From an optimization exercise on the open Yosys and OpenROAD flow, aimed at small area; shortcuts taken in it are not production practice. Only simulation tests tie the RTL to the original design; equivalence was not proved. Power is estimated from default activity; no workload was simulated.

--- flow/config.mk ---
export PLATFORM = sky130hd
export DESIGN_NAME = multifunction_watch_top
export DESIGN_NICKNAME = multifunction_watch_top
export VERILOG_FILES = /design/flow/design.v
export SDC_FILE = /design/flow/constraint.sdc
export NUM_CORES = 4
export LEC_CHECK = 0
export CAP_MARGIN = 20
export CORE_MARGIN = 2
export CORE_UTILIZATION = 40
export SLEW_MARGIN = 20
--- flow/run.sh ---
#!/bin/bash
# synth_recipe.tcl (not shown) runs the flow's synth.tcl, then flattens the netlist and writes it again
# the make line also repeats each setting of config.mk as NAME=value (left out here)
make -C /OpenROAD-flow-scripts/flow DESIGN_CONFIG=/design/flow/config.mk WORK_HOME=/design/flow/orfs CLKGATE_MAP_FILE= SYNTH_SCRIPT=/design/flow/synth_recipe.tcl finish
--- flow/constraint.sdc ---
create_clock -name core_clock -period 10.0 [get_ports {clk}]
set_input_delay 2.0000 -clock core_clock [delete_from_list [all_inputs] [get_ports {clk}]]
set_output_delay 2.0000 -clock core_clock [all_outputs]
set_load 0.01 [all_outputs]
--- flow/design.v ---
`timescale 1ns / 1ps
module edge_detector_n(
    input clk, reset_p,
    input cp,
    output p_edge, n_edge);
    reg ff_cur, ff_old;
    always @(posedge clk, posedge reset_p)begin
        if(reset_p)begin
            ff_cur <= 0;
            ff_old <= 0;
        end
        else begin
            ff_old <= ff_cur;
            ff_cur <= cp;
        end
    end
    assign p_edge = ({ff_cur, ff_old} == 2'b10) ? 1 : 0;
    assign n_edge = ({ff_cur, ff_old} == 2'b01) ? 1 : 0;
endmodule
`timescale 1ns / 1ps
module seg_decoder(
    input [3:0] hex_value,
    output reg [7:0] seg);
    always @(hex_value)begin
        case(hex_value)
            4'd0: seg = 8'b1100_0000;    
            4'd1: seg = 8'b1111_1001;    
            4'd2: seg = 8'b1010_0100;    
            4'd3: seg = 8'b1011_0000;    
            4'd4: seg = 8'b1001_1001;    
            4'd5: seg = 8'b1001_0010;    
            4'd6: seg = 8'b1000_0010;    
            4'd7: seg = 8'b1111_1000;    
            4'd8: seg = 8'b1000_0000;    
            4'd9: seg = 8'b1001_0000;    
            4'd10: seg = 8'b1000_1000;    
            4'd11: seg = 8'b1000_0011;    
            4'd12: seg = 8'b1100_0110;    
            4'd13: seg = 8'b1010_0001;    
            4'd14: seg = 8'b1000_0110;    
            4'd15: seg = 8'b1000_1110;    
        endcase
    end
endmodule
module bin_to_dec(
    input [11:0] bin,
    output reg [15:0] bcd);
    integer i;
    always @(bin)begin
        bcd = 0;
        for(i=0;i<12;i=i+1)begin
            if(bcd[3:0] >= 5) bcd[3:0] = bcd[3:0] + 3;
            if(bcd[7:4] >= 5) bcd[7:4] = bcd[7:4] + 3;
            if(bcd[11:8] >= 5) bcd[11:8] = bcd[11:8] + 3;
            if(bcd[15:12] >= 5) bcd[15:12] = bcd[15:12] + 3;
            bcd = {bcd[14:0], bin[11-i]};
        end
    end
endmodule
`timescale 1ns / 1ps
module FND_cntr #(
    parameter DIV_BIT = 16)(
    input clk, reset_p,
    input [15:0] fnd_value,
    output [7:0] seg,
    output reg [3:0] com);
    reg [DIV_BIT:0] clk_div;
    always @(posedge clk, posedge reset_p)begin
        if(reset_p)clk_div <= 0;
        else clk_div <= clk_div + 1;
    end
    wire clk_div_ed;
    edge_detector_n ed_com(.clk(clk), .reset_p(reset_p),
                    .cp(clk_div[DIV_BIT]), .p_edge(clk_div_ed));
    always @(posedge clk or posedge reset_p)begin
        if(reset_p)com <= 4'b1110;
        else if(clk_div_ed)begin
            if(com[0] + com[1] + com[2] + com[3] != 3) com <= 4'b1110;
            else com <= {com[2:0], com[3]};
        end
    end
    reg [3:0] digit_value;
    always @(posedge clk, posedge reset_p)begin
        if(reset_p)digit_value <= 0;
        else begin
            case(com)
                4'b1110: digit_value <= fnd_value[3:0];
                4'b1101: digit_value <= fnd_value[7:4];
                4'b1011: digit_value <= fnd_value[11:8];
                4'b0111: digit_value <= fnd_value[15:12];
            endcase
        end
    end
    seg_decoder dec(.hex_value(digit_value), .seg(seg));
endmodule
module button_cntr #(
    parameter SAMPLE_BIT = 15)(
    input clk, reset_p, btn,
    output btn_pedge, btn_nedge);
    reg [15:0] cnt_sysclk;
    reg debounced_btn;
    always @(posedge clk, posedge reset_p)begin
        if(reset_p)begin
            cnt_sysclk <= 0;
            debounced_btn <= 0;
        end
        else begin
            if(cnt_sysclk[SAMPLE_BIT])begin
                debounced_btn <= btn;
                cnt_sysclk <= 0;
            end
            else cnt_sysclk <= cnt_sysclk + 1;
        end
    end
    edge_detector_n ed(.clk(clk), .reset_p(reset_p),
                       .cp(debounced_btn), .p_edge(btn_pedge), .n_edge(btn_nedge));
endmodule
`timescale 1ns / 1ps
module watch #(
    parameter SEC_TICKS = 100_000_000)(
    input clk, reset_p,
    input [2:0] btn,
    output reg [7:0] sec, min);
    reg set_watch;
    always @(posedge clk, posedge reset_p)begin
        if(reset_p)set_watch <= 0;
        else if(btn[0])set_watch <= ~set_watch;
    end
    integer cnt_sysclk;
    always @(posedge clk, posedge reset_p)begin
        if(reset_p)begin
            cnt_sysclk <= 0;
            sec <= 0;
            min <= 0;
        end
        else begin
            if(set_watch)begin
                if(btn[1])begin
                    if(sec >= 59)sec <= 0;
                    else sec <= sec + 1;
                end
                if(btn[2])begin
                    if(min >= 59)min <= 0;
                    else min <= min + 1;
                end
            end
            else begin
                if(cnt_sysclk >= SEC_TICKS - 1)begin
                    cnt_sysclk <= 0;
                    if(sec >= 59)begin
                        sec <= 0;
                        if(min >= 59)min <= 0;
                        else min <= min + 1;
                    end
                    else sec <= sec + 1;
                end
                else cnt_sysclk <= cnt_sysclk + 1;
            end
        end
    end
endmodule
module cook_timer #(
    parameter SEC_TICKS = 100_000_000)(
    input clk, reset_p,
    input btn_start, inc_sec, inc_min, alarm_off,
    output reg [7:0] sec, min,
    output reg alarm);
    reg [7:0] set_sec, set_min;
    reg dcnt_set;
    always @(posedge clk, posedge reset_p)begin
        if(reset_p)begin
            dcnt_set <= 0;
            alarm <= 0;
            set_sec <= 0;
            set_min <= 0;
        end
        else begin
            if(btn_start && !(sec==0 && min==0))begin
                dcnt_set <= ~dcnt_set;
                set_sec <= sec;
                set_min <= min;
            end
            if(sec == 0 && min == 0 && dcnt_set)begin
                dcnt_set <= 0;
                alarm <= 1;
            end
            if(alarm_off || inc_sec || inc_min)alarm <= 0;
        end
    end
    integer cnt_sysclk;
    always @(posedge clk, posedge reset_p)begin
        if(reset_p)begin
            cnt_sysclk <= 0;
            sec <= 0;
            min <= 0;
        end
        else begin
            if(dcnt_set)begin
                if(cnt_sysclk >= SEC_TICKS - 1)begin
                    cnt_sysclk <= 0;
                    if(sec == 0 && min)begin
                        sec <= 59;
                        min <= min - 1;
                    end
                    else sec <= sec - 1;
                end
                else cnt_sysclk <= cnt_sysclk + 1;
            end
            else if(alarm && (alarm_off || inc_sec || inc_min))begin
                sec <= set_sec;
                min <= set_min;
            end
            else begin
                if(inc_sec)begin
                    if(sec >=59)sec <= 0;
                    else sec <= sec + 1;
                end
                if(inc_min)begin
                    if(min >=59)min <= 0;
                    else min <= min + 1;
                end
            end
        end
    end
endmodule
module stop_watch #(
    parameter CSEC_TICKS = 1_000_000)(
    input clk, reset_p,
    input btn_start, btn_lap, btn_clear,
    output reg [7:0] fnd_sec, fnd_csec,
    output reg start_stop, lap);
    reg btn_start_prev, btn_lap_prev, btn_clear_prev;
    wire btn_start_edge, btn_lap_edge, btn_clear_edge;
    assign btn_start_edge = btn_start && !btn_start_prev;
    assign btn_lap_edge = btn_lap && !btn_lap_prev;
    assign btn_clear_edge = btn_clear && !btn_clear_prev;
    always @(posedge clk or posedge reset_p) begin
        if(reset_p) begin
            btn_start_prev <= 0;
            btn_lap_prev <= 0;
            btn_clear_prev <= 0;
        end
        else begin
            btn_start_prev <= btn_start;
            btn_lap_prev <= btn_lap;
            btn_clear_prev <= btn_clear;
        end
    end
    always @(posedge clk, posedge reset_p)begin
        if(reset_p)begin
            start_stop <= 0;
        end
        else begin
            if(btn_start_edge) start_stop <= ~start_stop;
            else if(btn_clear_edge) start_stop <= 0;
        end
    end
    reg [7:0] sec, csec, lap_sec, lap_csec;
    integer cnt_sysclk;
    always @(posedge clk, posedge reset_p)begin
        if(reset_p)begin
            cnt_sysclk <= 0;
            sec <= 0;
            csec <= 0;
        end
        else begin
            if(btn_clear_edge) begin
                sec <= 0;
                csec <= 0;
                cnt_sysclk <= 0;
            end
            else if(start_stop) begin
                if(cnt_sysclk >= CSEC_TICKS - 1)begin
                    cnt_sysclk <= 0;
                    if(csec >= 99)begin
                        csec <= 0;
                        if(sec >= 59)begin
                            sec <= 0;
                        end
                        else sec <= sec + 1;
                    end
                    else csec <= csec + 1;
                end
                else cnt_sysclk <= cnt_sysclk + 1;
            end
        end
    end
    always @(posedge clk, posedge reset_p)begin
        if(reset_p)begin
            lap_sec <= 0;
            lap_csec <= 0;
            lap <= 0;
        end
        else begin
            if(btn_clear_edge)begin
                lap <= 0;
                lap_sec <= 0;
                lap_csec <= 0;
            end
            else if(btn_lap_edge && start_stop)begin
                lap <= ~lap;
                lap_sec <= sec;
                lap_csec <= csec;
            end
        end
    end
    always @(posedge clk, posedge reset_p)begin
        if(reset_p)begin
            fnd_sec <= 0;
            fnd_csec <= 0;
        end
        else begin
            if(lap)begin
                fnd_sec <= lap_sec;
                fnd_csec <= lap_csec;
            end
            else begin
                fnd_sec <= sec;
                fnd_csec <= csec;
            end
        end
    end
endmodule
`timescale 1ns / 1ps
module multifunction_watch_top(
    input clk, reset_p,
    input [3:0] button,
    input [15:0] slide,
    output [7:0] seg,
    output [3:0] com,
    output [15:0] led,
    output buz);
    localparam WATCH = 3'b001;
    localparam COOK_TIMER = 3'b010;
    localparam STOPWATCH = 3'b100;
    localparam SEC_TICKS = 2000;
    localparam CSEC_TICKS = 20;
    localparam BTN_SAMPLE_BIT = 3;
    localparam FND_DIV_BIT = 4;
    wire [3:0] btn_pedge, btn_nedge;
    button_cntr #(.SAMPLE_BIT(BTN_SAMPLE_BIT)) btncntr0(.clk(clk), .reset_p(reset_p),
        .btn(button[0]), .btn_pedge(btn_pedge[0]), .btn_nedge(btn_nedge[0]));
    button_cntr #(.SAMPLE_BIT(BTN_SAMPLE_BIT)) btncntr1(.clk(clk), .reset_p(reset_p),
        .btn(button[1]), .btn_pedge(btn_pedge[1]), .btn_nedge(btn_nedge[1]));
    button_cntr #(.SAMPLE_BIT(BTN_SAMPLE_BIT)) btncntr2(.clk(clk), .reset_p(reset_p),
        .btn(button[2]), .btn_pedge(btn_pedge[2]), .btn_nedge(btn_nedge[2]));
    button_cntr #(.SAMPLE_BIT(BTN_SAMPLE_BIT)) btncntr3(.clk(clk), .reset_p(reset_p),
        .btn(button[3]), .btn_pedge(btn_pedge[3]), .btn_nedge(btn_nedge[3]));
    reg [2:0] mode, next_mode;
    assign led[7:5] = mode;
    always @(*)begin
        case(mode)
            WATCH: next_mode = COOK_TIMER;
            COOK_TIMER: next_mode = STOPWATCH;
            default: next_mode = WATCH;
        endcase
    end
    always @(posedge clk, posedge reset_p)begin
        if(reset_p)mode <= WATCH;
        else if(btn_pedge[3])begin
            mode <= next_mode;
        end
    end
    reg [2:0] watch_btn, cook_btn, stopwatch_btn;
    always @(*)begin
        case(mode)
            WATCH: begin
                watch_btn = btn_pedge[2:0];
                cook_btn = 0;
                stopwatch_btn = 0;
            end
            COOK_TIMER: begin
                watch_btn = 0;
                cook_btn = btn_pedge[2:0];
                stopwatch_btn = 0;
            end
            STOPWATCH: begin
                watch_btn = 0;
                cook_btn = 0;
                stopwatch_btn = btn_pedge[2:0];
            end
            default: begin
                watch_btn = 0;
                cook_btn = 0;
                stopwatch_btn = 0;
            end
        endcase
    end
    wire [7:0] watch_sec, watch_min;
    watch #(.SEC_TICKS(SEC_TICKS)) watch0(.clk(clk), .reset_p(reset_p),
                 .btn(watch_btn), .sec(watch_sec), .min(watch_min));
    wire [7:0] cook_sec, cook_min;
    wire alarm;
    cook_timer #(.SEC_TICKS(SEC_TICKS)) ctimer(.clk(clk), .reset_p(reset_p),
                      .btn_start(cook_btn[0]), .inc_sec(cook_btn[1]),
                      .inc_min(cook_btn[2]), .alarm_off(slide[0]),
                      .sec(cook_sec), .min(cook_min), .alarm(alarm));
    wire [7:0] stopwatch_sec, stopwatch_csec;
    wire start_stop, lap;
    assign led[0] = start_stop;
    assign led[1] = lap;
    stop_watch #(.CSEC_TICKS(CSEC_TICKS)) sw0(.clk(clk), .reset_p(reset_p),
                   .btn_start(stopwatch_btn[0]), .btn_lap(stopwatch_btn[1]),
                   .btn_clear(stopwatch_btn[2]),
                   .fnd_sec(stopwatch_sec), .fnd_csec(stopwatch_csec),
                   .start_stop(start_stop), .lap(lap));
    wire [15:0] bcd_low, bcd_high;
    wire [7:0] bin_low, bin_high;
    assign bin_low = mode == COOK_TIMER ? cook_sec :
                     mode == STOPWATCH ? stopwatch_csec : watch_sec;
    assign bin_high = mode == COOK_TIMER ? cook_min :
                      mode == STOPWATCH ? stopwatch_sec : watch_min;
    bin_to_dec btd_sec(.bin({4'd0, bin_low}), .bcd(bcd_low));
    bin_to_dec btd_min(.bin({4'd0, bin_high}), .bcd(bcd_high));
    FND_cntr #(.DIV_BIT(FND_DIV_BIT)) fnd(.clk(clk), .reset_p(reset_p),
                .fnd_value({bcd_high[7:0], bcd_low[7:0]}), .seg(seg), .com(com));
    assign buz = alarm;
    assign led[15] = alarm;
    assign led[4:2] = 3'b000;
    assign led[14:8] = 7'b0000000;
endmodule
==> run notes <==
maxcap violations=0; post-synthesis compound-gate area fraction=0.180; Reg2Reg Depth=31; Final setup viols=0; final std cells w/o fill=2,086; fillcell total=3,457; reg-to-reg setup timing slack=2.31 ns; data arrival time of the critical path=8.11 ns; M2 GR Usage=0.278; XOR/XNOR share of the synthesized area=0.0414; CTS tree=built; Worst Setup Slack, final=2.31 ns; Worst-path clk slew=0.06 ns; Die H=195 um; Area growth syn-to-layout=10.4%; vias in the first global route=11.1k; layout cells sized above 1=0.0898; DRT Wirelength=32.2 mm; # hold bufs at CTS=0; critical path's top delay family=simple AND/OR/NAND/NOR gates; Ports=51; num rows=69; root buffer cell=clkbuf_16; Critical path buffers and inverters=5; Total Power=3.96 mW; largest net degree at the start of global routing=112; RR Endpoint=fnd.digit_value[3]; placed inst area=15,100 um^2; full die area=38,000 um^2; Syn Area/Cell=9.07 um^2; hold_ws=0.370 ns; Least-Margin Pin Slew=0.952 ns; status=finished clean; CTS resizes=0; Post-CTS Setup Bufs=0; total negative setup slack=0 ns; Post-synth ARST share=1.00; mux share of post-synthesis cell area=0.0493; Post-Synth Adder-Cell Area=0.0478; Critical Path Sink Type=flip-flop; Final Slew Violations=0; max_slew headroom=0.362; Die Width=195 um; Final ANT Viol Nets=0; Synth top cells by count=dfrtp_1 (242), nand2_1 (178), nor2_1 (153); Top cell by count, worst path=ha_1; # port buffers=24; grt ovf=0; vias per inst=5.60; Initial Util=0.408; Final Cell Area=16,100 um^2; worst min-delay path category=reg -> reg; Routed wire per std cell=15.5 um; dominant cells by area after synthesis=dfrtp_1 (42%), ha_1 (4.6%), nand2_1 (4.6%); Final HPWL DP=22.0 mm; met3 usage in global routing=0.0220; pre-CTS WS=2.36 ns; Via Count=11.7k; gr usage total=0.170; CTS H-tree depth=1; GPL Wtd Cong=0.848; crit-path max FO=26; worst-skew pair later-pin latency=0.56 ns; Crit-path slowest cell=dfrtp_1; FMAX=0.130 GHz; simple logic cell fraction of the synthesized area=0.217; Unique masters post-synth=104; worst endpoint required time=10.41 ns; min Tclk post-route=7.69 ns; Fin Clk Skew=0.0121 ns; hold path startpoint=btncntr2.debounced_btn; Mapped Area=14,600 um^2; most common cell in the netlist=dfrtp_1; Placed Cells=2,035; CTS sink cnt=246; Hold Fails Final Rpt=0; largest family of logic cells by synthesized area=simple AND/OR/NAND/NOR gates; Tcrit/Tclk final=0.769; RSZ-0062 raised after global routing=false; pwr dens=246 nW/um^2; Most Crowded Layer GR=met2; share of the synthesized area in the top cell type=0.416; met1 usage=0.238; Largest regs=ctimer.cnt_sysclk x32, sw0.cnt_sysclk x32, watch0.cnt_sysclk x32; diode count=0; NumNets Final=1,681; fin util=0.450; Max rail drop VDD=0.141 mV; Main synth FF type=dfrtp_1; Yosys reg bits=246; post-synth top area cell=dfrtp_1; core area=35,700 um^2; type of origin of the critical path=flip-flop; Synth Instances=1,605; WHS Endpoint=btncntr2.ed.ff_cur; iteration count of the initial detailed-routing pass=5; first-pass GRT wire length=55.2 mm; Max clock buf depth=3; antenna violations before repair=0; crit path kind=reg -> reg; Post-synth EDFFs=0; Yosys Warn Count=9; CP max stage delay=0.93 ns; register area share after synthesis=0.423; drt initial violations=737; Hold Path Depth=0; LEAKAGE=7.10 nW; CTS Buf Count=28; # DRC=0; reg2reg start=mode[2]
[where the power goes]
group          internal (mW)  switching, mW
Sequential              1.11          0.204
Clock                  0.611          0.416
Combinational          0.665          0.953
Total                   2.38           1.57
[kinds of logic after synthesis]
group	after synthesis
multiplexers	64
AO/OA/AOI/OAI	403
AND/OR/NAND/NOR	633
other	2
flip-flops	246
buffers and inverters	134
XOR/XNOR	68
adder cells (fa/ha/maj)	55
[worst max path at each step]
stage,slack (ns),end,from,depth (start not counted)
floorplan,1.25,btncntr0.cnt_sysclk[0],reset_p,1
global placement,2.51,fnd.digit_value[1],mode[2],31
detailed placement,2.36,fnd.digit_value[1],mode[2],31
CTS,2.32,fnd.digit_value[1],mode[2],31
global route,1.48,fnd.digit_value[3],mode[2],31
finish,2.31,fnd.digit_value[3],mode[2],31
[metal layers]
layer  part of all wire  up-vias
met2               0.46      206
met1               0.48     5657
li1                   -     5767
met3              0.037       48
met4              0.022        0
met5                  0        -
[final cells by class]
| cell class | instances | area (um^2) | area share |
|---|---|---|---|
| multi-input cells | 1234 | 7880 | 0.490 |
| flip-flops and latches | 246 | 6160 | 0.383 |
| clock buffers | 40 | 806 | 0.0501 |
| well taps | 461 | 577 | 0.0359 |
| repair buffers | 31 | 297 | 0.0184 |
| inverters | 63 | 244 | 0.0152 |
| clock inverters | 11 | 120 | 0.00747 |
[placed cells by master, fill, tap and decap left out, drive strengths merged, types with 6 or more instances in the layout]
| master | n |
|---|---|
| nand2b | 21 |
| clkdlybuf4s50 | 24 |
| buf | 7 |
| o21ai | 129 |
| mux2i | 24 |
| a21oi | 101 |
| o21a | 6 |
| a31o | 8 |
| mux2 | 40 |
| conb | 11 |
| or3 | 22 |
| o2111ai | 11 |
| xor2 | 29 |
| nor4 | 19 |
| and2 | 12 |
| nand4 | 20 |
| nor2b | 24 |
| nand2 | 178 |
| a21o | 7 |
| a31oi | 26 |
| clkbuf | 40 |
| o211ai | 8 |
| a221oi | 6 |
| xnor2 | 39 |
| nor3 | 35 |
| dfrtp | 242 |
| inv | 63 |
| a211oi | 13 |
| nand3 | 60 |
| o31ai | 21 |
| and3 | 44 |
| nor3b | 6 |
| ha | 54 |
| nor2 | 155 |
| clkinv | 9 |

static timing again, ports no longer ideal:
The results above use ideal ports. As a check the final layout listed here was re-extracted and re-timed, cells and wires unchanged.
Step 1: set_driving_cell puts a clkbuf_16 on clk and a buf_2 on each other input, an assumption about the parent block.
Step 2 adds t to the input delays and takes it off the output delays; t is the mean of the earliest and latest rising clock arrival at the registers after step 1. Input paths then give back, and output paths get back, about the clock's delay inside the block.
a / b / c = ideal / step 1 / step 2; a / b = the first two.
shift t [ns]: 0.602
setup slack, ns: 2.306 / 2.306 / 2.306
worst setup path after step 2: register to register
worst data-port slew with drivers (ns): 0.06
After both steps this run still meets setup and hold. The setup slack of this run moves by 0.000 ns with the drivers and by 0.000 ns with both steps.
